What follows belongs to an exercise in optimizing a design on an open flow for small area and a short achievable clock period; a production flow would make more cautious choices.
At most, simulation tests tie the RTL to the original design; equivalence was not proved.
For runs 2, 5 and 6, only the layout was checked, not whether the RTL still works.
No activity file was given, so power comes from the tool's default toggle rates.

### flow/design.v
`resetall
`timescale 1ns / 1ps
`default_nettype none
module mqnic_rx_queue_map #
(
    parameter PORTS = 2,
    parameter QUEUE_INDEX_WIDTH = 8,
    parameter INDIR_TBL_ADDR_WIDTH = 4,
    parameter ID_WIDTH = 1,
    parameter DEST_WIDTH = QUEUE_INDEX_WIDTH+1,
    parameter HASH_WIDTH = 32,
    parameter TAG_WIDTH = 8,
    parameter REG_ADDR_WIDTH = 6,
    parameter REG_DATA_WIDTH = 32,
    parameter REG_STRB_WIDTH = (REG_DATA_WIDTH/8),
    parameter RB_BASE_ADDR = 0,
    parameter RB_NEXT_PTR = 0,
    parameter AXIL_DATA_WIDTH = 32,
    parameter AXIL_ADDR_WIDTH = 7,
    parameter AXIL_STRB_WIDTH = (AXIL_DATA_WIDTH/8),
    parameter AXIL_BASE_ADDR = 0
)
(
    input  wire                          clk,
    input  wire                          rst,
    input  wire [REG_ADDR_WIDTH-1:0]     reg_wr_addr,
    input  wire [REG_DATA_WIDTH-1:0]     reg_wr_data,
    input  wire [REG_STRB_WIDTH-1:0]     reg_wr_strb,
    input  wire                          reg_wr_en,
    output wire                          reg_wr_wait,
    output wire                          reg_wr_ack,
    input  wire [REG_ADDR_WIDTH-1:0]     reg_rd_addr,
    input  wire                          reg_rd_en,
    output wire [REG_DATA_WIDTH-1:0]     reg_rd_data,
    output wire                          reg_rd_wait,
    output wire                          reg_rd_ack,
    input  wire [AXIL_ADDR_WIDTH-1:0]    s_axil_awaddr,
    input  wire [2:0]                    s_axil_awprot,
    input  wire                          s_axil_awvalid,
    output wire                          s_axil_awready,
    input  wire [AXIL_DATA_WIDTH-1:0]    s_axil_wdata,
    input  wire [AXIL_STRB_WIDTH-1:0]    s_axil_wstrb,
    input  wire                          s_axil_wvalid,
    output wire                          s_axil_wready,
    output wire [1:0]                    s_axil_bresp,
    output wire                          s_axil_bvalid,
    input  wire                          s_axil_bready,
    input  wire [AXIL_ADDR_WIDTH-1:0]    s_axil_araddr,
    input  wire [2:0]                    s_axil_arprot,
    input  wire                          s_axil_arvalid,
    output wire                          s_axil_arready,
    output wire [AXIL_DATA_WIDTH-1:0]    s_axil_rdata,
    output wire [1:0]                    s_axil_rresp,
    output wire                          s_axil_rvalid,
    input  wire                          s_axil_rready,
    input  wire [ID_WIDTH-1:0]           req_id,
    input  wire [DEST_WIDTH-1:0]         req_dest,
    input  wire [HASH_WIDTH-1:0]         req_hash,
    input  wire [TAG_WIDTH-1:0]          req_tag,
    input  wire                          req_valid,
    output wire [QUEUE_INDEX_WIDTH-1:0]  resp_queue,
    output wire [TAG_WIDTH-1:0]          resp_tag,
    output wire                          resp_valid
);
reg [31:0] indir_tbl_mem[31:0];
reg reg_wr_ack_reg;
reg [31:0] reg_rd_data_reg;
reg reg_rd_ack_reg;
reg [1:0] app_direct_en_reg;
reg [7:0] hash_mask_reg[1:0];
reg [7:0] app_mask_reg[1:0];
reg       lk1_direct_reg;
reg [7:0] lk1_dest_reg;
reg [3:0] lk1_lo_reg;
reg [7:0] lk1_hi_reg;
reg [7:0] lk2_queue_reg;
reg [7:0] req_tag_d1_reg, req_tag_d2_reg;
reg req_valid_d1_reg, req_valid_d2_reg;
reg [7:0] resp_queue_reg;
reg [7:0] resp_tag_reg;
reg resp_valid_reg;
assign reg_wr_wait = 1'b0;
assign reg_wr_ack = reg_wr_ack_reg;
assign reg_rd_data = reg_rd_data_reg;
assign reg_rd_wait = 1'b0;
assign reg_rd_ack = reg_rd_ack_reg;
assign resp_queue = resp_queue_reg;
assign resp_tag = resp_tag_reg;
assign resp_valid = resp_valid_reg;
wire [3:0] wr_word = reg_wr_addr[5:2];
wire [3:0] rd_word = reg_rd_addr[5:2];
wire [7:0] cur_app_mask = app_mask_reg[req_id];
wire [7:0] cur_hash_mask = hash_mask_reg[req_id];
wire [3:0] lk_index = (req_dest[3:0] & cur_app_mask[3:0]) + (req_hash[3:0] & cur_hash_mask[3:0]);
wire lk_direct = req_dest[8] & app_direct_en_reg[req_id];
wire [7:0] lk_queue;
genvar lb, lw;
generate
    for (lb = 0; lb < 8; lb = lb + 1) begin : lk_bit
        wire [32:0] terms;
        for (lw = 0; lw < 32; lw = lw + 1) begin : lk_word
            assign terms[lw] = indir_tbl_mem[lw][lb] & lk1_lo_reg[lw%4] & lk1_hi_reg[lw/4];
        end
        assign terms[32] = lk1_dest_reg[lb] & lk1_direct_reg;
        assign lk_queue[lb] = |terms;
    end
endgenerate
always @(posedge clk) begin
    reg_wr_ack_reg <= 1'b0;
    reg_rd_data_reg <= 32'd0;
    reg_rd_ack_reg <= 1'b0;
    if (reg_wr_en && !reg_wr_ack_reg) begin
        case (wr_word)
            4'h5: begin
                hash_mask_reg[0] <= reg_wr_data[7:0];
                reg_wr_ack_reg <= 1'b1;
            end
            4'h6: begin
                app_mask_reg[0] <= reg_wr_data[7:0];
                app_direct_en_reg[0] <= reg_wr_data[31];
                reg_wr_ack_reg <= 1'b1;
            end
            4'h9: begin
                hash_mask_reg[1] <= reg_wr_data[7:0];
                reg_wr_ack_reg <= 1'b1;
            end
            4'hA: begin
                app_mask_reg[1] <= reg_wr_data[7:0];
                app_direct_en_reg[1] <= reg_wr_data[31];
                reg_wr_ack_reg <= 1'b1;
            end
            default: ;
        endcase
    end
    if (reg_rd_en && !reg_rd_ack_reg) begin
        reg_rd_ack_reg <= 1'b1;
        case (rd_word)
            4'h0: reg_rd_data_reg <= 32'h0000C090;
            4'h1: reg_rd_data_reg <= 32'h00000200;
            4'h2: reg_rd_data_reg <= RB_NEXT_PTR;
            4'h3: reg_rd_data_reg <= 32'h00000402;
            4'h4: reg_rd_data_reg <= AXIL_BASE_ADDR;
            4'h5: reg_rd_data_reg <= {24'd0, hash_mask_reg[0]};
            4'h6: reg_rd_data_reg <= {app_direct_en_reg[0], 23'd0, app_mask_reg[0]};
            4'h8: reg_rd_data_reg <= AXIL_BASE_ADDR + 64;
            4'h9: reg_rd_data_reg <= {24'd0, hash_mask_reg[1]};
            4'hA: reg_rd_data_reg <= {app_direct_en_reg[1], 23'd0, app_mask_reg[1]};
            default: reg_rd_ack_reg <= 1'b0;
        endcase
    end
    lk1_direct_reg <= lk_direct;
    lk1_dest_reg <= req_dest[7:0];
    lk1_lo_reg <= 4'b0001 << lk_index[1:0];
    lk1_hi_reg <= lk_direct ? 8'd0 : 8'b00000001 << {req_id, lk_index[3:2]};
    req_tag_d1_reg <= req_tag;
    req_valid_d1_reg <= req_valid;
    lk2_queue_reg <= lk_queue;
    req_tag_d2_reg <= req_tag_d1_reg;
    req_valid_d2_reg <= req_valid_d1_reg;
    resp_queue_reg <= lk2_queue_reg;
    resp_tag_reg <= req_tag_d2_reg;
    resp_valid_reg <= req_valid_d2_reg;
    if (rst) begin
        reg_wr_ack_reg <= 1'b0;
        reg_rd_ack_reg <= 1'b0;
        app_direct_en_reg <= 2'b00;
        hash_mask_reg[0] <= 8'd0;
        hash_mask_reg[1] <= 8'd0;
        app_mask_reg[0] <= 8'd0;
        app_mask_reg[1] <= 8'd0;
        req_valid_d1_reg <= 1'b0;
        req_valid_d2_reg <= 1'b0;
        resp_valid_reg <= 1'b0;
    end
end
reg last_read_reg;
reg s_axil_awready_reg;
reg s_axil_bvalid_reg;
reg s_axil_arready_reg;
reg s_axil_rvalid_reg;
reg [31:0] s_axil_rdata_reg;
reg [31:0] s_axil_rdata_pipe_reg;
reg s_axil_rvalid_pipe_reg;
reg mem_rd_pend_reg;
reg [31:0] mem_rd_sel_reg;
assign s_axil_awready = s_axil_awready_reg;
assign s_axil_wready = s_axil_awready_reg;
assign s_axil_bresp = 2'b00;
assign s_axil_bvalid = s_axil_bvalid_reg;
assign s_axil_arready = s_axil_arready_reg;
assign s_axil_rdata = s_axil_rdata_pipe_reg;
assign s_axil_rresp = 2'b00;
assign s_axil_rvalid = s_axil_rvalid_pipe_reg;
wire pipe_ready = !s_axil_rvalid_pipe_reg || s_axil_rready;
wire write_eligible = s_axil_awvalid && s_axil_wvalid && (!s_axil_bvalid_reg || s_axil_bready) && !s_axil_awready_reg;
wire read_eligible = s_axil_arvalid && pipe_ready && !s_axil_arready_reg;
wire mem_wr_en = write_eligible && (!read_eligible || last_read_reg);
wire mem_rd_en = read_eligible && !mem_wr_en;
wire [31:0] rdata_cur;
genvar gb, gw;
generate
    for (gb = 0; gb < 32; gb = gb + 1) begin : rd_bit
        wire [32:0] terms;
        for (gw = 0; gw < 32; gw = gw + 1) begin : rd_word
            assign terms[gw] = indir_tbl_mem[gw][gb] & mem_rd_sel_reg[gw];
        end
        assign terms[32] = s_axil_rdata_reg[gb] & !mem_rd_pend_reg;
        assign rdata_cur[gb] = |terms;
    end
endgenerate
always @(posedge clk) begin
    if (mem_wr_en) begin
        last_read_reg <= 1'b0;
    end else if (read_eligible) begin
        last_read_reg <= 1'b1;
    end
    s_axil_awready_reg <= mem_wr_en;
    s_axil_bvalid_reg <= mem_wr_en || (s_axil_bvalid_reg && !s_axil_bready);
    s_axil_arready_reg <= mem_rd_en;
    s_axil_rvalid_reg <= mem_rd_en || (s_axil_rvalid_reg && !pipe_ready);
    if (mem_wr_en) begin
        indir_tbl_mem[s_axil_awaddr[6:2]] <= s_axil_wdata;
    end
    mem_rd_pend_reg <= mem_rd_en;
    mem_rd_sel_reg <= mem_rd_en ? 32'd1 << s_axil_araddr[6:2] : 32'd0;
    s_axil_rdata_reg <= rdata_cur;
    if (pipe_ready) begin
        s_axil_rdata_pipe_reg <= rdata_cur;
        s_axil_rvalid_pipe_reg <= s_axil_rvalid_reg;
    end
    if (rst) begin
        last_read_reg <= 1'b0;
        s_axil_awready_reg <= 1'b0;
        s_axil_bvalid_reg <= 1'b0;
        s_axil_arready_reg <= 1'b0;
        s_axil_rvalid_reg <= 1'b0;
        s_axil_rvalid_pipe_reg <= 1'b0;
    end
end
endmodule
`resetall
`timescale 1ns / 1ps
module rx_queue_map_top (
    input  wire        clk,
    input  wire        rst,
    input  wire [5:0]  reg_wr_addr,
    input  wire [31:0] reg_wr_data,
    input  wire [3:0]  reg_wr_strb,
    input  wire        reg_wr_en,
    output wire        reg_wr_wait,
    output wire        reg_wr_ack,
    input  wire [5:0]  reg_rd_addr,
    input  wire        reg_rd_en,
    output wire [31:0] reg_rd_data,
    output wire        reg_rd_wait,
    output wire        reg_rd_ack,
    input  wire [6:0]  s_axil_awaddr,
    input  wire [2:0]  s_axil_awprot,
    input  wire        s_axil_awvalid,
    output wire        s_axil_awready,
    input  wire [31:0] s_axil_wdata,
    input  wire [3:0]  s_axil_wstrb,
    input  wire        s_axil_wvalid,
    output wire        s_axil_wready,
    output wire [1:0]  s_axil_bresp,
    output wire        s_axil_bvalid,
    input  wire        s_axil_bready,
    input  wire [6:0]  s_axil_araddr,
    input  wire [2:0]  s_axil_arprot,
    input  wire        s_axil_arvalid,
    output wire        s_axil_arready,
    output wire [31:0] s_axil_rdata,
    output wire [1:0]  s_axil_rresp,
    output wire        s_axil_rvalid,
    input  wire        s_axil_rready,
    input  wire [0:0]  req_id,
    input  wire [8:0]  req_dest,
    input  wire [31:0] req_hash,
    input  wire [7:0]  req_tag,
    input  wire        req_valid,
    output wire [7:0]  resp_queue,
    output wire [7:0]  resp_tag,
    output wire        resp_valid
);
mqnic_rx_queue_map #(
    .PORTS(2),
    .QUEUE_INDEX_WIDTH(8),
    .INDIR_TBL_ADDR_WIDTH(4),
    .ID_WIDTH(1),
    .DEST_WIDTH(9),
    .HASH_WIDTH(32),
    .TAG_WIDTH(8),
    .REG_ADDR_WIDTH(6),
    .REG_DATA_WIDTH(32),
    .REG_STRB_WIDTH(4),
    .RB_BASE_ADDR(0),
    .RB_NEXT_PTR(32'h100),
    .AXIL_DATA_WIDTH(32),
    .AXIL_ADDR_WIDTH(7),
    .AXIL_STRB_WIDTH(4),
    .AXIL_BASE_ADDR(32'h1000)
)
mqnic_rx_queue_map_inst (
    .clk(clk), .rst(rst),
    .reg_wr_addr(reg_wr_addr), .reg_wr_data(reg_wr_data), .reg_wr_strb(reg_wr_strb),
    .reg_wr_en(reg_wr_en), .reg_wr_wait(reg_wr_wait), .reg_wr_ack(reg_wr_ack),
    .reg_rd_addr(reg_rd_addr), .reg_rd_en(reg_rd_en), .reg_rd_data(reg_rd_data),
    .reg_rd_wait(reg_rd_wait), .reg_rd_ack(reg_rd_ack),
    .s_axil_awaddr(s_axil_awaddr), .s_axil_awprot(s_axil_awprot), .s_axil_awvalid(s_axil_awvalid),
    .s_axil_awready(s_axil_awready), .s_axil_wdata(s_axil_wdata), .s_axil_wstrb(s_axil_wstrb),
    .s_axil_wvalid(s_axil_wvalid), .s_axil_wready(s_axil_wready), .s_axil_bresp(s_axil_bresp),
    .s_axil_bvalid(s_axil_bvalid), .s_axil_bready(s_axil_bready),
    .s_axil_araddr(s_axil_araddr), .s_axil_arprot(s_axil_arprot), .s_axil_arvalid(s_axil_arvalid),
    .s_axil_arready(s_axil_arready), .s_axil_rdata(s_axil_rdata), .s_axil_rresp(s_axil_rresp),
    .s_axil_rvalid(s_axil_rvalid), .s_axil_rready(s_axil_rready),
    .req_id(req_id), .req_dest(req_dest), .req_hash(req_hash), .req_tag(req_tag), .req_valid(req_valid),
    .resp_queue(resp_queue), .resp_tag(resp_tag), .resp_valid(resp_valid)
);
endmodule
### flow/flow/run.sh
#!/bin/bash
# Layout flow: the standard.sh (ORFS, the standard flow's synthesis script) with
#  - an area-recovering ABC mapping script (combinational logic only; the
#    registers are mapped by dfflibmap before ABC, exactly as in the
#    standard synthesis),
#  - buf_2 port buffers, repair free to change cell footprints,
#  - a clock tree with larger sink clusters and no dummy loads.
# make's output goes to flow_make.log; each ORFS step keeps its own log under
# orfs/logs/.
set -euo pipefail
W=$PWD
rm -rf "$W/scripts_abc"
cp -r "$FLOW_HOME/scripts" "$W/scripts_abc"
cp "$W/flow/abc_speed.script" "$W/scripts_abc/abc_speed.script"
bash standard.sh \
  "SCRIPTS_DIR=$W/scripts_abc" \
  MATCH_CELL_FOOTPRINT=0 \
  "BUFFER_PORTS_ARGS=-buffer_cell sky130_fd_sc_hd__buf_2" \
  "CTS_ARGS=-sink_clustering_enable -repair_clock_nets -dont_use_dummy_load -sink_clustering_size 20 -sink_clustering_max_diameter 100" \
  finish > flow_make.log 2>&1
### flow/flow/abc_speed.script
&get -n
&st
&dch
&nf -R 1000
&put
### flow/standard.sh
#!/bin/bash
# synth_recipe.tcl (not shown) runs the flow's synth.tcl, then flattens the netlist and writes it again
# the make line also repeats each setting of config.mk as NAME=value (left out here)
make -C /OpenROAD-flow-scripts/flow DESIGN_CONFIG=/design/flow/config.mk WORK_HOME=/design/flow/orfs CLKGATE_MAP_FILE= SYNTH_SCRIPT=/design/flow/synth_recipe.tcl "${@:-finish}"
### flow/config.mk
export PLATFORM = sky130hd
export DESIGN_NAME = rx_queue_map_top
export DESIGN_NICKNAME = rx_queue_map_top
export VERILOG_FILES = /design/flow/design.v
export SDC_FILE = /design/flow/constraint.sdc
export NUM_CORES = 4
export LEC_CHECK = 0
export CAP_MARGIN = 20
export CORE_MARGIN = 2
export CORE_UTILIZATION = 45
export PLACE_DENSITY = 0.6
export SETUP_SLACK_MARGIN = 3.6
export SLEW_MARGIN = 20
export TNS_END_PERCENT = 5
### flow/constraint.sdc
create_clock -name core_clock -period 6.0 [get_ports {clk}]
set_input_delay 1.2000 -clock core_clock [delete_from_list [all_inputs] [get_ports {clk}]]
set_output_delay 1.2000 -clock core_clock [all_outputs]
set_load 0.01 [all_outputs]
==> flow_summary.json, run 1 <==
{
  "outcome": "finished clean",
  "synth_common_cells": "edfxtp_1, a22oi_1, a222oi_1",
  "cts.path.max_buffers": 3,
  "antenna_found_initial": 3,
  "clkLatencyLatePin_ps": 620,
  "yosys_register_bits": 1241,
  "combinationalPowerShare_pct": 5.5,
  "synth_most_common_cell": "edfxtp_1",
  "synth.area.top_cells": "edfxtp_1, dfxtp_1, a222oi_1",
  "io_pins": 258,
  "period_minus_slack_ps": 2560,
  "setup_viol": 0,
  "vias": 26500,
  "largest_reg_flops": 1024,
  "netSwitchingPower_w": 0.00322,
  "fin_tns_setup_ps": 0,
  "crit_path_end_kind": "flip-flop",
  "drive_above_1_share_pct": 15.9,
  "n_fill_cell": 7728,
  "tightestPinTransition_ps": 1270,
  "synth.top_cell.area_share_pct": 72.9,
  "multiInputGateArea_mm2": 0.00832,
  "antenna_left": 0,
  "leakage_nw": 16.2,
  "yosysWarnings": 3,
  "slew_headroom_pct": 15.5,
  "pre_cts_ws_ps": 1350,
  "synth_edf_count": 1056,
  "p_clk_share_pct": 31.1,
  "netlist-cell-type-count": 35,
  "critPathBufInv": 5,
  "peakVddDrop_mv": 0.216,
  "die_h_um": 315,
  "crit_chain": "buf_6 > nor2b_4 > clkinvlp_4 > nand3b_1 > o21a_4 > nand3b_1 > buf_6 > buf_12 > nor2_4 > buf_6",
  "max-cap-violations": 0,
  "p_sw_share_pct": 21.2,
  "maxSlewViolCount": 0,
  "grt_max_degree": 65,
  "async_flop_share_pct": 0,
  "avgSynthCellArea_um2": 17.9,
  "cp_slowest_stage_delay_ps": 270,
  "ctsHoldBuffers": 0,
  "hold_viol_final": 0,
  "seqPwrFrac_pct": 63.5,
  "cts-htree-levels": 3,
  "drcViolationCount": 0,
  "post_drt_via_cell_ratio": 6.49,
  "fin_skew_ps": 40.9,
  "netlist_area_mm2": 0.0435,
  "nets": 2975,
  "avgRoutedWirePerCell_um": 31.2,
  "drt_iter0_drc": 4434,
  "crit_arrival_ps": 2860,
  "cts_tree": "built",
  "gp_congestion": 0.858,
  "track_usage_pct": 25.1,
  "portBuffers": 161,
  "start_util_pct": 45.2,
  "rsz0062_at_grt": "yes",
  "wirelength_mm": 127,
  "ys_seq_area_share_pct": 81.4,
  "synthFlopType": "edfxtp_1",
  "fp-row-count": 114,
  "cp-start-kind": "input pin",
  "cp.required_ps": 6300,
  "min_period_over_period_pct": 42.7,
  "clk_pin_slew_worst_paths_ps": 80,
  "power-per-cell-area_mw_per_mm2": 305,
  "gr-total-overflow": 0,
  "synthCells": 2431,
  "cts_buffers": 72,
  "cp_slowest_cell": "buf_6",
  "power.internal_w": 0.0120,
  "dieArea_mm2": 0.0991,
  "setup_ws_ps": 3440,
  "dp_hpwl_mm": 69.1,
  "grt_pass1_wl_mm": 179,
  "max_freq_mhz": 391,
  "die_x_um": 315,
  "coreArea_mm2": 0.0963,
  "crit_family": "buffers and inverters",
  "cp_max_fo": 13,
  "first_global_vias": 26100,
  "worstHoldPathType": "flip-flop to flip-flop",
  "cp_common_cell": "buf_6",
  "synth_top_area_cell": "edfxtp_1",
  "path_class": "input pin to flip-flop",
  "area_growth_syn_to_layout_pct": 14.3,
  "clock_sinks": 1241,
  "dr.pass1.iters": 7,
  "regArea_mm2": 0.0354,
  "root_buffer": "clkbuf_16"
}
==> through the flow <==
stage | hold WS [ps] | utilization (%) | total power, W | instances | cell area (um^2)
final | 283 | 51.6 | 0.0152 | 4082 | 49700
after global routing | 288 | 51.6 | 0.0156 | 4081 | 49700
after CTS | 284 | 51.3 | 0.0152 | 4065 | 49400
after detailed placement | 312 | 48.3 | 0.0106 | 3921 | 46500
after global placement | 312 | 48.3 | 0.0106 | 3921 | 46500
after floorplan | 310 | - | 0.0102 | 2453 | 43800
==> cell usage in the layout, fill, tap and decap left out, types with 25 or more instances in the layout <==
cell and instances:
a21oi_1 41, a221oi_1 26, a222oi_1 237, a22o_1 34, a22oi_1 256, buf_12 28, buf_2 160, buf_4 72
clkbuf_16 81, dfxtp_1 159, dfxtp_2 25, edfxtp_1 1056, nand2_1 148, nand4_1 86, nor2_1 108, nor2_4 39
nor3_1 25, or3_1 36
==> power groups by stage <==
stage / clock network (W) / logic [W] / registers, W
global route: 0.00508 / 0.000894 / 0.00965
floorplan: 0 / 0.000311 / 0.00988
CTS: 0.00480 / 0.000815 / 0.00963
detailed placement: 0 / 0.000793 / 0.00983
finish: 0.00472 / 0.000827 / 0.00963
global placement: 0 / 0.000773 / 0.00982
==> timing repair <==
item,CTS,global route
gates resized for setup,66,23
buffers inserted,62,8
cloned,10,7
pin swaps,38,10
endpoints found under the setup margin,1031,1036
==> kinds of logic after synthesis <==
logic type      Yosys count  share of synthesized area [%]
flops                  1241                           81.4
compound gates          629                           12.0
buf+inv                  35                          0.518
fa+ha+maj                 4                          0.132
xor+xnor                  5                          0.101
other cells               1                        0.00862
mux                      13                          0.299
simple gates            503                           5.47
==> path summary, 6_finish.rpt <==
kind                                                    from                                                end  slack, ps  cells past startpoint
hold / removal     mqnic_rx_queue_map_inst.req_tag_d2_reg[7]            mqnic_rx_queue_map_inst.resp_tag_reg[7]        280                      0
setup / recovery                               s_axil_rready      mqnic_rx_queue_map_inst.indir_tbl_mem[26][27]       3440                     10
setup reg to reg  mqnic_rx_queue_map_inst.mem_rd_sel_reg[23]  mqnic_rx_queue_map_inst.s_axil_rdata_pipe_reg[26]       3720                      3
hold reg to reg    mqnic_rx_queue_map_inst.req_tag_d2_reg[7]            mqnic_rx_queue_map_inst.resp_tag_reg[7]        280                      0
==> routing by layer <==
metal	GRT usage, %	part of all wire, %	up-vias
met5	0	0.0079	-
met4	8.47	3.1	2
met3	5.22	12	208
met2	39.6	46	1777
met1	34.8	38	13400
li1	-	-	11100
==> final cells by class <==
type                            instances  area share, %
Multi-Input combinational cell       1184           16.7
Sequential cell                      1241           71.3
Antenna cell                            1        0.00503
Inverter                               10         0.0830
Timing Repair Buffer                  298           5.07
Tap cell                             1276           3.21
Clock buffer                           72           3.62
==> inputs of run 2 (changes only) <==
--- a/flow/design.v
+++ b/flow/design.v
@@ -73,7 +73,10 @@
 reg [7:0] lk1_dest_reg;
 reg [3:0] lk1_lo_reg;
 reg [7:0] lk1_hi_reg;
-reg [7:0] lk2_queue_reg;
+reg       lk2_direct_reg;
+reg [7:0] lk2_dest_reg;
+reg [3:0] lk2_lo_reg;
+reg [7:0] lk2_hi_reg;
 reg [7:0] req_tag_d1_reg, req_tag_d2_reg;
 reg req_valid_d1_reg, req_valid_d2_reg;
 reg [7:0] resp_queue_reg;
@@ -99,9 +102,9 @@
     for (lb = 0; lb < 8; lb = lb + 1) begin : lk_bit
         wire [32:0] terms;
         for (lw = 0; lw < 32; lw = lw + 1) begin : lk_word
-            assign terms[lw] = indir_tbl_mem[lw][lb] & lk1_lo_reg[lw%4] & lk1_hi_reg[lw/4];
+            assign terms[lw] = indir_tbl_mem[lw][lb] & lk2_lo_reg[lw%4] & lk2_hi_reg[lw/4];
         end
-        assign terms[32] = lk1_dest_reg[lb] & lk1_direct_reg;
+        assign terms[32] = lk2_dest_reg[lb] & lk2_direct_reg;
         assign lk_queue[lb] = |terms;
     end
 endgenerate
@@ -154,10 +157,13 @@
     lk1_hi_reg <= lk_direct ? 8'd0 : 8'b00000001 << {req_id, lk_index[3:2]};
     req_tag_d1_reg <= req_tag;
     req_valid_d1_reg <= req_valid;
-    lk2_queue_reg <= lk_queue;
+    lk2_direct_reg <= lk1_direct_reg;
+    lk2_dest_reg <= lk1_dest_reg;
+    lk2_lo_reg <= lk1_lo_reg;
+    lk2_hi_reg <= lk1_hi_reg;
     req_tag_d2_reg <= req_tag_d1_reg;
     req_valid_d2_reg <= req_valid_d1_reg;
-    resp_queue_reg <= lk2_queue_reg;
+    resp_queue_reg <= lk_queue;
     resp_tag_reg <= req_tag_d2_reg;
     resp_valid_reg <= req_valid_d2_reg;
     if (rst) begin
@@ -181,6 +187,9 @@
 reg [31:0] s_axil_rdata_reg;
 reg [31:0] s_axil_rdata_pipe_reg;
 reg s_axil_rvalid_pipe_reg;
+reg mem_wr_pend_reg;
+reg [4:0] mem_wr_addr_reg;
+reg [31:0] mem_wr_data_reg;
 reg mem_rd_pend_reg;
 reg [31:0] mem_rd_sel_reg;
 assign s_axil_awready = s_axil_awready_reg;
@@ -218,8 +227,11 @@
     s_axil_bvalid_reg <= mem_wr_en || (s_axil_bvalid_reg && !s_axil_bready);
     s_axil_arready_reg <= mem_rd_en;
     s_axil_rvalid_reg <= mem_rd_en || (s_axil_rvalid_reg && !pipe_ready);
-    if (mem_wr_en) begin
-        indir_tbl_mem[s_axil_awaddr[6:2]] <= s_axil_wdata;
+    mem_wr_pend_reg <= mem_wr_en;
+    mem_wr_addr_reg <= s_axil_awaddr[6:2];
+    mem_wr_data_reg <= s_axil_wdata;
+    if (mem_wr_pend_reg) begin
+        indir_tbl_mem[mem_wr_addr_reg] <= mem_wr_data_reg;
     end
     mem_rd_pend_reg <= mem_rd_en;
     mem_rd_sel_reg <= mem_rd_en ? 32'd1 << s_axil_araddr[6:2] : 32'd0;
==> run 2 against run 1 <==
Hold slack improved by 32 ps. Maximum frequency fell by 13%. Die area increased by 2.3%. Setup slack got worse by 370 ps. Global-route usage hardly changed. Critical path type is now flip-flop to flip-flop.
==> flow_summary.json, run 2 <==
{
  "max_freq_mhz": 342,
  "antenna_found_initial": 4,
  "cts_resized": 0,
  "cp.required_ps": 6290,
  "crit_chain": "nand3_1 > nor2_4 > buf_4",
  "synth.area.top_cells": "edfxtp_1, dfxtp_1, a222oi_1",
  "clkLatencyLatePin_ps": 670,
  "portBuffers": 161,
  "fin_util_pct": 50.6,
  "coreArea_mm2": 0.0981,
  "antenna_left": 0,
  "gr-total-overflow": 0,
  "fp-row-count": 115,
  "tightestPinTransition_ps": 1210,
  "cp-start-kind": "flip-flop",
  "synth_fa_ha_area_share_pct": 0.129,
  "final_cell_mix": "edfxtp_1, a22oi_1, a222oi_1, dfxtp_1, buf_2",
  "period_minus_slack_ps": 2930,
  "setup_viol": 0,
  "crit_path_end_kind": "flip-flop",
  "clock_sinks": 1292,
  "fin_skew_ps": 59.4,
  "r2r_setup_slack_ps": 3070,
  "synth_top_area_cell": "edfxtp_1",
  "outcome": "finished clean",
  "layout_commonest_cell": "edfxtp_1",
  "synthFlopType": "edfxtp_1",
  "grt_pass1_wl_mm": 183,
  "clk_pin_slew_worst_paths_ps": 80,
  "hold_ws_ps": 315,
  "dieArea_mm2": 0.101,
  "rsz0062_at_grt": "yes",
  "maxSlewViolCount": 0,
  "drt_iter0_drc": 4398,
  "cp_slowest_cell": "nor2_4",
  "cts_buffers": 74,
  "largest_reg_flops": 1024,
  "leakage_nw": 16.2,
  "synth_common_cells": "edfxtp_1, a22oi_1, a222oi_1",
  "yosys-mux-area-fraction_pct": 0.293,
  "io_pins": 258,
  "avgRoutedWirePerCell_um": 31.9,
  "path_class": "flip-flop to flip-flop",
  "hold_viol_final": 0,
  "max-cap-violations": 0,
  "p_total_w": 0.0157,
  "root_buffer": "clkbuf_16",
  "wirelength_mm": 130,
  "synth_top_family_by_area": "compound AO/OA/AOI/OAI gates",
  "crit_arrival_ps": 3220,
  "worstHoldPathType": "flip-flop to flip-flop",
  "netlist_area_mm2": 0.0445,
  "ys_seq_area_share_pct": 81.9,
  "cp_max_fo": 20,
  "pre_cts_ws_ps": 2930,
  "start_util_pct": 45.3,
  "cts-htree-levels": 3,
  "vias": 26900,
  "synth_most_common_cell": "edfxtp_1",
  "fin_tns_setup_ps": 0,
  "yosys_register_bits": 1292,
  "die_h_um": 318,
  "area_growth_syn_to_layout_pct": 11.6,
  "ctsHoldBuffers": 0,
  "netlist-cell-type-count": 35,
  "synthCells": 2473,
  "synthXorXnorAreaFrac_pct": 0.0984,
  "dp_hpwl_mm": 66.3,
  "cts_tree": "built",
  "cp_slowest_stage_delay_ps": 920,
  "power-per-cell-area_mw_per_mm2": 316,
  "peakVddDrop_mv": 0.210,
  "yosysWarnings": 3,
  "synth_compound_area_share_pct": 11.8,
  "slew_headroom_pct": 19.4,
  "die_x_um": 318,
  "gp_congestion": 0.823,
  "first_global_vias": 26300,
  "nets": 2961,
  "dr.pass1.iters": 10,
  "post_drt_via_cell_ratio": 6.58,
  "min_period_over_period_pct": 48.8,
  "grt_max_degree": 65,
  "synth_edf_count": 1056,
  "async_flop_share_pct": 0,
  "track_usage_pct": 25.1,
  "setup_ws_ps": 3070,
  "avgSynthCellArea_um2": 18.0,
  "drive_above_1_share_pct": 13.7,
  "drcViolationCount": 0,
  "cts.path.max_buffers": 3,
  "synthSimpleGateAreaFrac_pct": 5.25,
  "synth.top_cell.area_share_pct": 71.3
}
-- run 2: critical path: cells and delay by family (launching register included) --
family	cells	cell delay, ps
buffers and inverters	1	550
flip-flops	1	490
AND/OR/NAND/NOR	2	1540
-- run 2: worst paths after layout --
path                                           start                                       endpoint  cells past startpoint
max          mqnic_rx_queue_map_inst.mem_wr_pend_reg  mqnic_rx_queue_map_inst.indir_tbl_mem[31][30]                      3
min          mqnic_rx_queue_map_inst.lk1_dest_reg[4]        mqnic_rx_queue_map_inst.lk2_dest_reg[4]                      0
max reg2reg  mqnic_rx_queue_map_inst.mem_wr_pend_reg  mqnic_rx_queue_map_inst.indir_tbl_mem[31][30]                      3
min reg2reg  mqnic_rx_queue_map_inst.lk1_dest_reg[4]        mqnic_rx_queue_map_inst.lk2_dest_reg[4]                      0
-- run 2: metrics by stage --
step,instances,cell area (um^2)
4_1_cts,4064,49500
6_report,4080,49600
3_3_place_gp,3986,47600
2_1_floorplan,2495,44600
5_1_grt,4078,49600
3_5_place_dp,3986,47600
-- run 2: metal layers --
metal	share of wire [%]	track usage, %	up-vias
li1	-	-	11100
met1	38	33.8	13600
met2	47	40.5	1813
met3	11	5.21	299
met4	3.6	9.04	2
met5	0.010	0	-
-- run 2: cell families (layout without fill, tap and decap cells) --
logic type	after synthesis	count (layout)
xor gates and xnor gates	5	5
buffers and inverters	35	331
adders and majority gates	4	4
other	1	25
AOI/OAI and AO/OA	632	632
muxes	13	13
DFF	1292	1292
and+or+nand+nor	491	491
-- run 2: cell type report --
type	count	area (um^2)
diodes	2	5.00
flip-flops and latches	1292	36500
well taps	1287	1610
inverters	10	41.3
repair buffers	247	1490
fillers	7963	48500
multi-input cells	1168	8190
clock buffers	74	1850
-- run 2: what timing repair did --
item | CTS | global route
setup endpoints to repair | 607 | 775
buffers inserted | 4 | 13
pin swaps | 2 | 4
-- run 2: report_power, final --
group | internal (W) | switching (W)
clock | 0.00220 | 0.00269
combinational | 0.000257 | 0.000457
sequential | 0.00989 | 0.000170
total | 0.0123 | 0.00332
==> inputs of run 3 (changes only) <==
--- a/flow/design.v
+++ b/flow/design.v
@@ -187,9 +187,10 @@
 reg [31:0] s_axil_rdata_reg;
 reg [31:0] s_axil_rdata_pipe_reg;
 reg s_axil_rvalid_pipe_reg;
-reg mem_wr_pend_reg;
-reg [4:0] mem_wr_addr_reg;
+reg [3:0] mem_wr_lo_reg;
+reg [7:0] mem_wr_hi_reg;
 reg [31:0] mem_wr_data_reg;
+integer j;
 reg mem_rd_pend_reg;
 reg [31:0] mem_rd_sel_reg;
 assign s_axil_awready = s_axil_awready_reg;
@@ -227,11 +228,13 @@
     s_axil_bvalid_reg <= mem_wr_en || (s_axil_bvalid_reg && !s_axil_bready);
     s_axil_arready_reg <= mem_rd_en;
     s_axil_rvalid_reg <= mem_rd_en || (s_axil_rvalid_reg && !pipe_ready);
-    mem_wr_pend_reg <= mem_wr_en;
-    mem_wr_addr_reg <= s_axil_awaddr[6:2];
+    mem_wr_lo_reg <= 4'b0001 << s_axil_awaddr[3:2];
+    mem_wr_hi_reg <= mem_wr_en ? 8'b00000001 << s_axil_awaddr[6:4] : 8'd0;
     mem_wr_data_reg <= s_axil_wdata;
-    if (mem_wr_pend_reg) begin
-        indir_tbl_mem[mem_wr_addr_reg] <= mem_wr_data_reg;
+    for (j = 0; j < 32; j = j + 1) begin
+        if (mem_wr_lo_reg[j%4] && mem_wr_hi_reg[j/4]) begin
+            indir_tbl_mem[j] <= mem_wr_data_reg;
+        end
     end
     mem_rd_pend_reg <= mem_rd_en;
     mem_rd_sel_reg <= mem_rd_en ? 32'd1 << s_axil_araddr[6:2] : 32'd0;
--- a/flow/config.mk
+++ b/flow/config.mk
@@ -7,8 +7,8 @@
 export LEC_CHECK = 0
 export CAP_MARGIN = 20
 export CORE_MARGIN = 2
-export CORE_UTILIZATION = 45
-export PLACE_DENSITY = 0.6
+export CORE_UTILIZATION = 50
+export PLACE_DENSITY = 0.7
 export SETUP_SLACK_MARGIN = 3.6
 export SLEW_MARGIN = 20
 export TNS_END_PERCENT = 5
==> run 3 against run 2 <==
Die area down 9.5%. Flip-flop and latch count is 6 higher. Synthesized cell count is 1.1% higher. Design area shrank 0.67%.
==> flow_summary.json, run 3 <==
{
  "post_drt_via_cell_ratio": 6.82,
  "drcViolationCount": 0,
  "crit_family": "flip-flops",
  "combinationalPowerShare_pct": 4.6,
  "clock_sinks": 1298,
  "synth.area.top_cells": "edfxtp_1, dfxtp_1, a222oi_1",
  "hold_viol_final": 0,
  "max-cap-violations": 0,
  "layout_commonest_cell": "edfxtp_1",
  "coreArea_mm2": 0.0885,
  "grtUsageMet3_pct": 8.67,
  "maxSlewViolCount": 0,
  "avgRoutedWirePerCell_um": 31.8,
  "dpl_cell_area_mm2": 0.0474,
  "clkLatencyLatePin_ps": 640,
  "grt_max_degree": 65,
  "largest_reg_flops": 1024,
  "avgSynthCellArea_um2": 17.9,
  "netSwitchingPower_w": 0.00328,
  "dieArea_mm2": 0.0918,
  "synth.top_cell.area_share_pct": 70.9,
  "netlist_area_mm2": 0.0447,
  "worstHoldPathType": "flip-flop to flip-flop",
  "yosysWarnings": 4,
  "clk_pin_slew_worst_paths_ps": 80,
  "antenna_found_initial": 4,
  "cts_buffers": 74,
  "power-per-cell-area_mw_per_mm2": 318,
  "cts.path.max_buffers": 3,
  "yosys_register_bits": 1298,
  "critPathBufInv": 1,
  "wirelength_mm": 126,
  "cp_slowest_stage_delay_ps": 380,
  "final_area_mm2": 0.0493,
  "vias": 27100,
  "max_freq_mhz": 422,
  "slew_headroom_pct": 18.8,
  "gr-total-overflow": 0,
  "die_h_um": 303,
  "drive_above_1_share_pct": 12.9,
  "cts_tree": "built",
  "portBuffers": 161,
  "use_met2_pct": 40.5,
  "synth_top_area_cell": "edfxtp_1",
  "top_usage_layer": "met2",
  "p_sw_share_pct": 20.9,
  "holdPathStages": 0,
  "path_class": "flip-flop to output port",
  "dp_hpwl_mm": 63.9,
  "synth_common_cells": "edfxtp_1, a22oi_1, dfxtp_1",
  "first_global_vias": 26500,
  "synthFlopType": "edfxtp_1",
  "cp-start-kind": "flip-flop",
  "cp.required_ps": 4800,
  "fin_tns_setup_ps": 0,
  "cp_slowest_cell": "edfxtp_1",
  "drt_iter0_drc": 4999,
  "outcome": "finished clean",
  "leakage_nw": 16.2,
  "synth_edf_count": 1056,
  "synth_most_common_cell": "edfxtp_1",
  "async_flop_share_pct": 0,
  "ys_seq_area_share_pct": 81.8,
  "p_clk_share_pct": 31.0,
  "antenna_left": 0,
  "seqPwrFrac_pct": 64.5,
  "rr_worst_depth": 4,
  "cts-htree-levels": 3,
  "die_x_um": 303,
  "track_usage_pct": 27.1,
  "min_period_over_period_pct": 39.5,
  "tightestPinTransition_ps": 1220,
  "postCtsSetupRepairBufs": 0,
  "peakVddDrop_mv": 0.229,
  "start_util_pct": 50.5,
  "root_buffer": "clkbuf_16",
  "fp-row-count": 109,
  "period_minus_slack_ps": 2370,
  "rsz0062_at_grt": "yes",
  "netlist-cell-type-count": 35,
  "path_depth": 1,
  "cp_max_fo": 1,
  "dr.pass1.iters": 22,
  "gp_congestion": 0.856,
  "n_fill_cell": 6667,
  "setup_viol": 0,
  "synthCells": 2501,
  "crit_chain": "buf_2",
  "area_growth_syn_to_layout_pct": 10.3,
  "hold_ws_ps": 326,
  "power.internal_w": 0.0124,
  "io_pins": 258,
  "nets": 2971,
  "crit_path_end_kind": "output port",
  "crit_arrival_ps": 1170,
  "met1_usage_pct": 37.4,
  "fin_skew_ps": 29.0,
  "final_cell_mix": "edfxtp_1, a22oi_1, a222oi_1, dfxtp_1, buf_2",
  "grt_pass1_wl_mm": 178
}
[run 3: through the flow]
step	utilization, %	setup WS, ps	cells	power, W
floorplan	-	3170	2523	0.0106
global placement	53.6	2920	3892	0.0110
detailed placement	53.6	2980	3892	0.0110
CTS	55.7	3600	3966	0.0157
global route	55.7	3580	3966	0.0161
finish	55.7	3630	3967	0.0157
[run 3: power groups by stage]
stage          Sequential (W)  Clock [W]  Combinational, W
6_report               0.0101    0.00486          0.000714
5_1_grt                0.0101    0.00523          0.000763
4_1_cts                0.0101    0.00490          0.000704
3_5_place_dp           0.0103          0          0.000700
3_3_place_gp           0.0103          0          0.000685
2_1_floorplan          0.0103          0          0.000306
[run 3: final cells by class]
cell class | instances | area, um^2 | share of cell area, %
flip-flops and latches | 1298 | 36600 | 74.2
diodes | 1 | 2.50 | 0.00507
multi-input cells | 1189 | 8060 | 16.3
clock buffers | 74 | 1850 | 3.75
repair buffers | 229 | 1320 | 2.67
well taps | 1165 | 1460 | 2.96
inverters | 11 | 45.0 | 0.0913
[run 3: final timing paths]
path / slack (ps) / end / from
hold reg to reg: 330 / mqnic_rx_queue_map_inst.lk2_dest_reg[2] / mqnic_rx_queue_map_inst.lk1_dest_reg[2]
setup reg to reg: 3800 / mqnic_rx_queue_map_inst.s_axil_rdata_pipe_reg[18] / mqnic_rx_queue_map_inst.mem_rd_sel_reg[18]
hold / removal: 330 / mqnic_rx_queue_map_inst.lk2_dest_reg[2] / mqnic_rx_queue_map_inst.lk1_dest_reg[2]
setup / recovery: 3630 / s_axil_rdata[2] / mqnic_rx_queue_map_inst.s_axil_rdata_pipe_reg[2]
[run 3: per-layer routing]
metal	part of all wire, %	wire length (um)
met2	44	55700
met1	35	44700
met5	0.036	45
met3	16	20100
met4	4.5	5670
[run 3: logic make-up (layout without fill, tap and decap cells)]
| group | count (synthesis) | in the layout | synth area share (%) |
|---|---|---|---|
| DFF | 1298 | 1298 | 81.8 |
| AOI/OAI and AO/OA | 632 | 632 | 11.8 |
| and+or+nand+nor | 525 | 525 | 5.71 |
| buffers and inverters | 36 | 314 | 0.512 |
| xor gates and xnor gates | 5 | 5 | 0.0980 |
| adders and majority gates | 4 | 4 | 0.129 |
| other | 1 | 24 | 0.00839 |
[run 3: repair_timing]
item	CTS	global route
resized for setup	0	4
hold buffers	0	0
endpoints found under the setup margin	0	14
==> inputs of run 4 (changes only) <==
--- a/flow/config.mk
+++ b/flow/config.mk
@@ -7,8 +7,8 @@
 export LEC_CHECK = 0
 export CAP_MARGIN = 20
 export CORE_MARGIN = 2
-export CORE_UTILIZATION = 50
-export PLACE_DENSITY = 0.7
+export CORE_UTILIZATION = 45
+export PLACE_DENSITY = 0.6
 export SETUP_SLACK_MARGIN = 3.6
 export SLEW_MARGIN = 20
 export TNS_END_PERCENT = 5
==> run 4 against run 3 <==
Core utilization is 5.5 points lower. Highest routed layer unchanged. Clock skew is 18 ps higher. Final cell count is 2.9% higher. Combinational power is 4.2% lower. Setup slack worse by 16 ps. Via count is 1.4% lower. Clock power hardly changed.
==> flow_summary.json, run 4 <==
{
  "outcome": "finished clean",
  "drive_above_1_share_pct": 13.1,
  "post_drt_via_cell_ratio": 6.54,
  "netlist_area_mm2": 0.0447,
  "period_minus_slack_ps": 2380,
  "cts-htree-levels": 3,
  "tightestPinTransition_ps": 1270,
  "drt_iter0_drc": 4335,
  "io_pins": 258,
  "min_period_over_period_pct": 39.7,
  "cp_slowest_stage_delay_ps": 390,
  "area_growth_syn_to_layout_pct": 10.6,
  "seqPwrFrac_pct": 64.6,
  "rsz0062_at_grt": "yes",
  "cts_tree": "built",
  "critPathBufInv": 1,
  "n_fill_cell": 8043,
  "yosysWarnings": 4,
  "fin_skew_ps": 47.3,
  "ys_seq_area_share_pct": 81.8,
  "worstHoldPathType": "flip-flop to flip-flop",
  "async_flop_share_pct": 0,
  "combinationalPowerShare_pct": 4.4,
  "maxSlewViolCount": 0,
  "max_freq_mhz": 419,
  "clock_sinks": 1298,
  "rr_startpoint": "mqnic_rx_queue_map_inst.lk2_lo_reg[0]",
  "crit_arrival_ps": 1180,
  "cp_slowest_cell": "edfxtp_1",
  "final_area_mm2": 0.0494,
  "synth_common_cells": "edfxtp_1, a22oi_1, dfxtp_1",
  "final_cell_mix": "edfxtp_1, a22oi_1, a222oi_1, dfxtp_1, buf_2",
  "dpl_cell_area_mm2": 0.0476,
  "synth.top_cell.area_share_pct": 70.9,
  "fp-row-count": 115,
  "fin_tns_setup_ps": 0,
  "antenna_found_initial": 3,
  "synth.area.top_cells": "edfxtp_1, dfxtp_1, a222oi_1",
  "power.internal_w": 0.0124,
  "netSwitchingPower_w": 0.00328,
  "synth_most_common_cell": "edfxtp_1",
  "hold_end": "mqnic_rx_queue_map_inst.req_tag_d2_reg[5]",
  "grt_pass1_wl_mm": 179,
  "avgSynthCellArea_um2": 17.9,
  "p_sw_share_pct": 20.9,
  "holdPathStages": 0,
  "clk_pin_slew_worst_paths_ps": 80,
  "cp.required_ps": 4800,
  "dp_hpwl_mm": 64.0,
  "wirelength_mm": 127,
  "dr.pass1.iters": 9,
  "p_clk_share_pct": 31.0,
  "rr_endpoint": "mqnic_rx_queue_map_inst.resp_queue_reg[1]",
  "largest_reg_flops": 1024,
  "hold_viol_final": 0,
  "dieArea_mm2": 0.102,
  "ctsHoldBuffers": 0,
  "track_usage_pct": 24.4,
  "clkLatencyLatePin_ps": 660,
  "first_global_vias": 26200,
  "synthFlopType": "edfxtp_1",
  "drcViolationCount": 0,
  "root_buffer": "clkbuf_16",
  "layout_commonest_cell": "edfxtp_1",
  "synthCells": 2501,
  "cts_buffers": 74,
  "synth_edf_count": 1056,
  "crit_family": "flip-flops",
  "synth_top_area_cell": "edfxtp_1",
  "die_h_um": 319,
  "vias": 26700,
  "leakage_nw": 16.2,
  "start_util_pct": 45.4,
  "postCtsSetupRepairBufs": 0,
  "crit_chain": "buf_2",
  "max-cap-violations": 0,
  "cp_max_fo": 1,
  "coreArea_mm2": 0.0984,
  "yosys_register_bits": 1298,
  "avgRoutedWirePerCell_um": 31.2,
  "gp_congestion": 0.827,
  "setup_viol": 0,
  "crit_path_end_kind": "output port",
  "portBuffers": 161,
  "rr_worst_depth": 7,
  "peakVddDrop_mv": 0.202,
  "slew_headroom_pct": 15.5,
  "p_total_w": 0.0157,
  "antenna_left": 0,
  "grt_max_degree": 65,
  "r2r_setup_slack_ps": 3690,
  "netlist-cell-type-count": 35,
  "power-per-cell-area_mw_per_mm2": 317,
  "die_x_um": 319,
  "hold_start": "mqnic_rx_queue_map_inst.req_tag_d1_reg[5]",
  "gr-total-overflow": 0,
  "cp-start-kind": "flip-flop",
  "nets": 2963,
  "path_class": "flip-flop to output port",
  "cts.path.max_buffers": 3
}
-- run 4: cell count changes in the layout (fill, tap and decap cells not counted), sizes merged --
cell,delta
buf,-8
-- run 4: what timing repair did --
action                     4_1_cts  5_1_grt
setup endpoints to repair       14       30
pin swaps                        0        0
resized for setup                0        2
-- run 4: final cells by class --
type / count / area, um^2 / share of cell area (%)
timing repair buffer: 221 / 1260 / 2.55
clock buffer: 74 / 1850 / 3.75
inverter: 11 / 45.0 / 0.0911
antenna: 1 / 2.50 / 0.00506
multi-input combinational: 1189 / 8060 / 16.3
tap: 1287 / 1610 / 3.26
sequential: 1298 / 36600 / 74.1
-- run 4: power groups by stage --
stage	clock (W)	combinational, W	sequential [W]
final	0.00485	0.000684	0.0101
after global routing	0.00526	0.000736	0.0102
after CTS	0.00497	0.000685	0.0101
after detailed placement	0	0.000683	0.0103
after global placement	0	0.000676	0.0103
after floorplan	0	0.000306	0.0103
-- run 4: cells by family after synthesis --
logic type	after synthesis	synth area share [%]
buffers and inverters	36	0.512
adder cells (fa/ha/maj)	4	0.129
XOR/XNOR	5	0.0980
AO/OA/AOI/OAI	632	11.8
AND/OR/NAND/NOR	525	5.71
other	1	0.00839
flip-flops	1298	81.8
-- run 4: metal layers --
metal | track usage, % | up-vias | wire (um)
met5 | 0 | - | 30
met4 | 9.32 | 4 | 5250
met3 | 4.99 | 310 | 13900
met2 | 39.0 | 1727 | 58900
met1 | 33.1 | 13500 | 49000
li1 | - | 11100 | -
-- run 4: metrics by stage --
| step | hold WS, ps | util, % | setup slack [ps] | instances |
|---|---|---|---|---|
| finish | 331 | 50.2 | 3620 | 4081 |
| global placement | 310 | 48.3 | 2940 | 4006 |
| global route | 339 | 50.2 | 3550 | 4080 |
| CTS | 331 | 50.2 | 3550 | 4080 |
| floorplan | 310 | - | 3170 | 2523 |
| detailed placement | 312 | 48.3 | 2970 | 4006 |
-- run 4: worst max-delay path by stage --
stage                                                          start  slack [ps]                                         end  depth (start not counted)
global placement                                           req_id[0]        2940       mqnic_rx_queue_map_inst.lk1_hi_reg[0]                          9
global route        mqnic_rx_queue_map_inst.s_axil_rdata_pipe_reg[0]        3550                             s_axil_rdata[0]                          1
CTS                 mqnic_rx_queue_map_inst.s_axil_rdata_pipe_reg[0]        3550                             s_axil_rdata[0]                          1
floorplan                                              s_axil_rready        3170  mqnic_rx_queue_map_inst.mem_rd_sel_reg[19]                          8
detailed placement                                         req_id[0]        2970       mqnic_rx_queue_map_inst.lk1_hi_reg[0]                          9
finish              mqnic_rx_queue_map_inst.s_axil_rdata_pipe_reg[2]        3620                             s_axil_rdata[2]                          1
==> inputs of run 5 (changes only) <==
--- a/flow/design.v
+++ b/flow/design.v
@@ -70,9 +70,7 @@
 reg [7:0] hash_mask_reg[1:0];
 reg [7:0] app_mask_reg[1:0];
 reg       lk1_direct_reg;
-reg [7:0] lk1_dest_reg;
-reg [3:0] lk1_lo_reg;
-reg [7:0] lk1_hi_reg;
+reg [7:0] lk1_val_reg;
 reg       lk2_direct_reg;
 reg [7:0] lk2_dest_reg;
 reg [3:0] lk2_lo_reg;
@@ -152,15 +150,13 @@
         endcase
     end
     lk1_direct_reg <= lk_direct;
-    lk1_dest_reg <= req_dest[7:0];
-    lk1_lo_reg <= 4'b0001 << lk_index[1:0];
-    lk1_hi_reg <= lk_direct ? 8'd0 : 8'b00000001 << {req_id, lk_index[3:2]};
+    lk1_val_reg <= lk_direct ? req_dest[7:0] : {3'b000, req_id, lk_index};
     req_tag_d1_reg <= req_tag;
     req_valid_d1_reg <= req_valid;
     lk2_direct_reg <= lk1_direct_reg;
-    lk2_dest_reg <= lk1_dest_reg;
-    lk2_lo_reg <= lk1_lo_reg;
-    lk2_hi_reg <= lk1_hi_reg;
+    lk2_dest_reg <= lk1_val_reg;
+    lk2_lo_reg <= 4'b0001 << lk1_val_reg[1:0];
+    lk2_hi_reg <= lk1_direct_reg ? 8'd0 : 8'b00000001 << lk1_val_reg[4:2];
     req_tag_d2_reg <= req_tag_d1_reg;
     req_valid_d2_reg <= req_valid_d1_reg;
     resp_queue_reg <= lk_queue;
==> run 5 against run 4 <==
Maximum frequency is 1.4% lower. Clock power is 1% higher. Total power increased by 0.38%. Sequential power barely moved. Critical endpoint is now s_axil_rdata[0]. Register-to-register slack got worse by 20 ps. Flip-flop and latch count down 12. Via count increased by 1.7%. First-iteration DRC count increased by 14%. Routed wire length is 5.5% higher. Area after synthesis shrank 0.47%. Non-clock buffer count grew 2.
==> flow_summary.json, run 5 <==
{
  "vias": 27100,
  "power.internal_w": 0.0124,
  "outcome": "finished clean",
  "dp_hpwl_mm": 67.6,
  "ctsHoldBuffers": 0,
  "synthFlopType": "edfxtp_1",
  "cts_buffers": 75,
  "dieArea_mm2": 0.101,
  "clkLatencyLatePin_ps": 670,
  "start_util_pct": 45.3,
  "final_cell_mix": "edfxtp_1, a22oi_1, a222oi_1, dfxtp_1, buf_2",
  "nets": 2956,
  "cts_tree": "built",
  "p_sw_share_pct": 21.4,
  "track_usage_pct": 25.9,
  "setup_ws_ps": 3580,
  "hold_viol_final": 0,
  "path_class": "flip-flop to output port",
  "cp_slowest_stage_delay_ps": 430,
  "synth_common_cells": "edfxtp_1, a22oi_1, a222oi_1",
  "wirelength_mm": 134,
  "gp_congestion": 0.789,
  "antenna_left": 0,
  "leakage_nw": 16.1,
  "cts.path.max_buffers": 3,
  "avgRoutedWirePerCell_um": 32.9,
  "largest_reg_flops": 1024,
  "drcViolationCount": 0,
  "synth.area.top_cells": "edfxtp_1, dfxtp_1, a222oi_1",
  "combinationalPowerShare_pct": 4.8,
  "area_growth_syn_to_layout_pct": 10.7,
  "drive_above_1_share_pct": 13.4,
  "drt_iter0_drc": 4927,
  "critPathBufInv": 1,
  "die_x_um": 318,
  "hold_ws_ps": 309,
  "max_freq_mhz": 414,
  "max-cap-violations": 0,
  "die_h_um": 318,
  "cp_slowest_cell": "edfxtp_1",
  "grt_pass1_wl_mm": 187,
  "antenna_found_initial": 2,
  "netSwitchingPower_w": 0.00337,
  "clock_sinks": 1286,
  "r2r_setup_slack_ps": 3670,
  "rsz0062_at_grt": "yes",
  "cts-htree-levels": 3,
  "async_flop_share_pct": 0,
  "maxSlewViolCount": 0,
  "synthCells": 2491,
  "portBuffers": 161,
  "coreArea_mm2": 0.0981,
  "avgSynthCellArea_um2": 17.9,
  "min_period_over_period_pct": 40.3,
  "crit_path_end_kind": "output port",
  "layout_commonest_cell": "edfxtp_1",
  "clk_pin_slew_worst_paths_ps": 80,
  "power-per-cell-area_mw_per_mm2": 319,
  "yosys_register_bits": 1286,
  "synth.top_cell.area_share_pct": 71.3,
  "synth_most_common_cell": "edfxtp_1",
  "io_pins": 258,
  "crit_arrival_ps": 1220,
  "synth_edf_count": 1056,
  "fin_tns_setup_ps": 0,
  "root_buffer": "clkbuf_16",
  "period_minus_slack_ps": 2420,
  "slew_headroom_pct": 19.1,
  "seqPwrFrac_pct": 64.0,
  "dr.pass1.iters": 7,
  "p_total_w": 0.0157,
  "grt_max_degree": 65,
  "fp-row-count": 115,
  "synth_top_area_cell": "edfxtp_1",
  "setup_viol": 0,
  "crit_family": "flip-flops",
  "worstHoldPathType": "flip-flop to flip-flop",
  "fin_skew_ps": 59.4,
  "gr-total-overflow": 0,
  "cp-start-kind": "flip-flop",
  "pre_cts_ws_ps": 3120,
  "tightestPinTransition_ps": 1210,
  "ys_seq_area_share_pct": 81.6,
  "peakVddDrop_mv": 0.188,
  "first_global_vias": 26800,
  "cp_max_fo": 1,
  "yosysWarnings": 4,
  "crit_chain": "buf_6",
  "cp.required_ps": 4800,
  "post_drt_via_cell_ratio": 6.66,
  "netlist_area_mm2": 0.0445,
  "p_clk_share_pct": 31.2,
  "netlist-cell-type-count": 35
}
run 5: cell types whose count changed after synthesis, moves of 5 or more:
cell,delta
a221oi_1,-7
clkinv_1,+5
a22o_1,-5
nand2_1,-9
a222oi_1,+12
dfxtp_1,-12
run 5: cell families (layout without fill, tap and decap cells):
logic type               count (synthesis)  after routing  share of synthesized area (%)
other                                    1             25                        0.00843
adder cells (fa/ha/maj)                  4              4                          0.129
buffers and inverters                   41            314                          0.557
AO/OA/AOI/OAI                          632            632                           11.8
flip-flops                            1286           1286                           81.6
AND/OR/NAND/NOR                        524            524                           5.77
XOR/XNOR                                 3              3                         0.0591
run 5: layout make-up:
cell class / instances / area, um^2
fill: 8027 / 48900
sequential: 1286 / 36400
multi-input combinational: 1186 / 8070
clock buffer: 75 / 1880
tap: 1287 / 1610
timing repair buffer: 223 / 1280
inverter: 16 / 63.8
antenna: 2 / 5.00
run 5: timing repair:
action / 4_1_cts / 5_1_grt
endpoints found under the setup margin: 12 / 15
resized for setup: 0 / 1
setup buffers: 0 / 0
run 5: routing by layer:
| metal | vias to the layer above | global-route usage, % | part of all wire, % |
|---|---|---|---|
| met2 | 2012 | 39.1 | 44 |
| li1 | 11100 | - | - |
| met3 | 315 | 6.07 | 14 |
| met5 | - | 0 | 0.017 |
| met1 | 13700 | 36.5 | 38 |
| met4 | 4 | 9.89 | 3.7 |
run 5: worst paths after layout:
kind | from | endpoint | cells past startpoint
max | mqnic_rx_queue_map_inst.s_axil_rdata_pipe_reg[0] | s_axil_rdata[0] | 1
min | mqnic_rx_queue_map_inst.req_tag_d2_reg[4] | mqnic_rx_queue_map_inst.resp_tag_reg[4] | 0
max reg2reg | mqnic_rx_queue_map_inst.lk2_lo_reg[1] | mqnic_rx_queue_map_inst.resp_queue_reg[2] | 7
min reg2reg | mqnic_rx_queue_map_inst.req_tag_d2_reg[4] | mqnic_rx_queue_map_inst.resp_tag_reg[4] | 0
run 5: power by group through the flow:
stage	Combinational [W]	Clock, W	Sequential [W]
finish	0.000758	0.00491	0.0101
global route	0.000813	0.00530	0.0101
CTS	0.000750	0.00499	0.0101
detailed placement	0.000748	0	0.0103
global placement	0.000736	0	0.0102
floorplan	0.000327	0	0.0103
run 5: stage by stage:
step	utilization, %	instance area, um^2	cells
final	50.2	49300	4075
after global routing	50.2	49300	4073
after global placement	48.3	47400	3998
after detailed placement	48.3	47400	3998
after CTS	50.2	49200	4073
after floorplan	-	44600	2513
==> inputs of run 6 (changes only) <==
--- a/flow/config.mk
+++ b/flow/config.mk
@@ -9,6 +9,6 @@
 export CORE_MARGIN = 2
 export CORE_UTILIZATION = 45
 export PLACE_DENSITY = 0.6
-export SETUP_SLACK_MARGIN = 3.6
+export SETUP_SLACK_MARGIN = 3.8
 export SLEW_MARGIN = 20
 export TNS_END_PERCENT = 5
==> run 6 against run 5 <==
Sequential power hardly changed. Critical path depth is the same. Via count is 0.31% lower. Routed wire length fell by 2.3%. Largest cell class unchanged. Flip-flop and latch count unchanged. Design area is essentially flat. Area after synthesis unchanged.
==> flow_summary.json, run 6 <==
{
  "outcome": "finished clean",
  "tightestPinTransition_ps": 1170,
  "async_flop_share_pct": 0,
  "hold_viol_final": 0,
  "synthCells": 2491,
  "fin_skew_ps": 54.3,
  "post_drt_via_cell_ratio": 6.63,
  "clock_sinks": 1286,
  "hold_start": "mqnic_rx_queue_map_inst.req_tag_d2_reg[6]",
  "power-per-cell-area_mw_per_mm2": 318,
  "power.internal_w": 0.0124,
  "fin_tns_setup_ps": 0,
  "synth_compound_area_share_pct": 11.8,
  "peakVddDrop_mv": 0.188,
  "synth_edf_count": 1056,
  "setup_ws_ps": 3590,
  "cp-start-kind": "flip-flop",
  "root_buffer": "clkbuf_16",
  "yosysWarnings": 4,
  "synth.top_cell.area_share_pct": 71.3,
  "cp_slowest_cell": "edfxtp_1",
  "netlist_area_mm2": 0.0445,
  "synthXorXnorAreaFrac_pct": 0.0591,
  "period_minus_slack_ps": 2410,
  "combinationalPowerShare_pct": 4.9,
  "clkLatencyLatePin_ps": 650,
  "worstHoldPathType": "flip-flop to flip-flop",
  "synth.area.top_cells": "edfxtp_1, dfxtp_1, a222oi_1",
  "seqPwrFrac_pct": 64.0,
  "cp_max_fo": 1,
  "path_class": "flip-flop to output port",
  "crit_path_end_kind": "output port",
  "avgRoutedWirePerCell_um": 32.1,
  "synth_common_cells": "edfxtp_1, a22oi_1, a222oi_1",
  "drcViolationCount": 0,
  "cts_buffers": 75,
  "area_growth_syn_to_layout_pct": 10.8,
  "hold_ws_ps": 321,
  "yosys_register_bits": 1286,
  "dieArea_mm2": 0.101,
  "synthSimpleGateAreaFrac_pct": 5.77,
  "cts_tree": "built",
  "worstSetupStartpoint": "mqnic_rx_queue_map_inst.s_axil_rdata_pipe_reg[24]",
  "crit_arrival_ps": 1210,
  "pre_cts_ws_ps": 3150,
  "layout_commonest_cell": "edfxtp_1",
  "nets": 2960,
  "fp-row-count": 115,
  "cts.path.max_buffers": 3,
  "antenna_left": 0,
  "dr.pass1.iters": 10,
  "io_pins": 258,
  "grt_pass1_wl_mm": 183,
  "synth_fa_ha_area_share_pct": 0.129,
  "wirelength_mm": 131,
  "p_sw_share_pct": 21.2,
  "r2r_setup_slack_ps": 3760,
  "rsz0062_at_grt": "yes",
  "synth_most_common_cell": "edfxtp_1",
  "ys_seq_area_share_pct": 81.6,
  "synth_top_area_cell": "edfxtp_1",
  "coreArea_mm2": 0.0981,
  "gp_congestion": 0.826,
  "portBuffers": 161,
  "min_period_over_period_pct": 40.1,
  "clk_pin_slew_worst_paths_ps": 80,
  "cp.required_ps": 4800,
  "track_usage_pct": 25.2,
  "dp_hpwl_mm": 67.5,
  "netlist-cell-type-count": 35,
  "final_cell_mix": "edfxtp_1, a22oi_1, a222oi_1, dfxtp_1, buf_2",
  "p_clk_share_pct": 31.1,
  "cts-htree-levels": 3,
  "first_global_vias": 26700,
  "yosys-mux-area-fraction_pct": 0,
  "netSwitchingPower_w": 0.00332,
  "setup_viol": 0,
  "synthFlopType": "edfxtp_1",
  "max-cap-violations": 0,
  "antenna_found_initial": 6,
  "die_x_um": 318,
  "drt_iter0_drc": 4887,
  "ctsHoldBuffers": 0,
  "vias": 27000,
  "crit_family": "flip-flops",
  "rr_startpoint": "mqnic_rx_queue_map_inst.mem_rd_sel_reg[31]",
  "critPathBufInv": 1,
  "slew_headroom_pct": 22.3,
  "grt_max_degree": 65,
  "synth_top_family_by_area": "compound AO/OA/AOI/OAI gates",
  "drive_above_1_share_pct": 13.4,
  "maxSlewViolCount": 0,
  "leakage_nw": 16.1,
  "crit_chain": "buf_2",
  "start_util_pct": 45.3,
  "avgSynthCellArea_um2": 17.9,
  "fin_util_pct": 50.2,
  "die_h_um": 318,
  "max_freq_mhz": 415,
  "cp_slowest_stage_delay_ps": 410,
  "largest_reg_flops": 1024,
  "gr-total-overflow": 0
}
==> run 6: changes by cell type in the layout (fill, tap and decap cells not counted), moves of 2 or more <==
cell | previous run | this run
and2_2 | 31 | 29
and2_4 | 1 | 3
buf_4 | 62 | 66
dfxtp_1 | 193 | 196
dfxtp_2 | 36 | 34
==> run 6: area by class of cell <==
cell class | instances | area [um^2]
antenna | 2 | 5.00
timing repair buffer | 227 | 1300
fill | 8019 | 48800
sequential | 1286 | 36400
multi-input combinational | 1186 | 8080
tap | 1287 | 1610
inverter | 16 | 63.8
clock buffer | 75 | 1880
==> run 6: final timing paths <==
kind	cells after the start	endpoint
max	1	s_axil_rdata[24]
min	0	mqnic_rx_queue_map_inst.resp_tag_reg[6]
min reg2reg	0	mqnic_rx_queue_map_inst.resp_tag_reg[6]
max reg2reg	4	mqnic_rx_queue_map_inst.s_axil_rdata_pipe_reg[10]
==> run 6: cells by family after synthesis <==
group	after synthesis
AOI/OAI and AO/OA	632
DFF	1286
adders and majority gates	4
and+or+nand+nor	524
xor gates and xnor gates	3
other	1
buffers and inverters	41
==> run 6: metrics by stage <==
| stage | total power, W | cells | cell area, um^2 |
|---|---|---|---|
| after floorplan | 0.0106 | 2513 | 44600 |
| after global routing | 0.0162 | 4077 | 49300 |
| after global placement | 0.0110 | 4001 | 47400 |
| after CTS | 0.0158 | 4076 | 49300 |
| after detailed placement | 0.0110 | 4001 | 47400 |
| final | 0.0157 | 4079 | 49300 |
==> run 6: layer usage <==
| metal | GRT usage, % | up-vias | routed length [um] |
|---|---|---|---|
| li1 | - | 11200 | - |
| met1 | 35.7 | 13600 | 50100 |
| met2 | 38.5 | 2013 | 58600 |
| met3 | 5.75 | 252 | 18100 |
| met4 | 8.85 | 0 | 4280 |
| met5 | 0 | - | 0 |
==> run 6: timing repair <==
action | 4_1_cts | 5_1_grt
pin swaps | 0 | 1
setup buffers | 0 | 1
resized for setup | 0 | 3
endpoints found under the setup margin | 70 | 109
==> run 6: power groups by stage <==
stage	combinational [W]	sequential, W	clock, W
after floorplan	0.000327	0.0103	0
after global placement	0.000756	0.0102	0
after detailed placement	0.000761	0.0102	0
after CTS	0.000764	0.0100	0.00495
after global routing	0.000827	0.0101	0.00525
final	0.000772	0.0100	0.00487

## separate check: timing with driven ports
Ports are ideal in the flow. The routed layouts listed here were re-timed in OpenROAD.
Step 1 (the two cells are an assumption about what drives the block):
set clk [get_ports {clk}]
set_driving_cell -lib_cell sky130_fd_sc_hd__clkbuf_16 $clk
set_driving_cell -lib_cell sky130_fd_sc_hd__buf_2 [delete_from_list [all_inputs] $clk]
Step 2 times the ports against the registers' clock, not the clock port: input delays grow and output delays shrink by t, the midpoint of the rising clock arrivals with the driver on.
Slacks: ideal / step 1 / step 2; pairs: ideal / step 1.
run | t, ns | setup slack, ns | worst setup path after step 2 | worst register clock-pin slew, ns | worst data-port slew with drivers (ns)
run 1 | 0.690 | 3.439 / 3.480 / 2.790 | input to register | 0.09 / 0.09 | 0.05
run 2 | 0.713 | 3.073 / 3.073 / 2.967 | input to register | 0.09 / 0.09 | 0.05
run 3 | 0.695 | 3.632 / 3.566 / 3.092 | input to register | 0.09 / 0.09 | 0.05
run 4 | 0.711 | 3.616 / 3.545 / 3.057 | input to register | 0.09 / 0.09 | 0.04
run 5 | 0.704 | 3.582 / 3.516 / 3.076 | input to register | 0.09 / 0.09 | 0.07
run 6 | 0.674 | 3.592 / 3.520 / 3.158 | input to register | 0.09 / 0.09 | 0.28
After both steps every run listed still meets setup and hold. The setup slack of run 1, which loses most, moves by +0.041 ns with the drivers and by -0.649 ns with both steps.
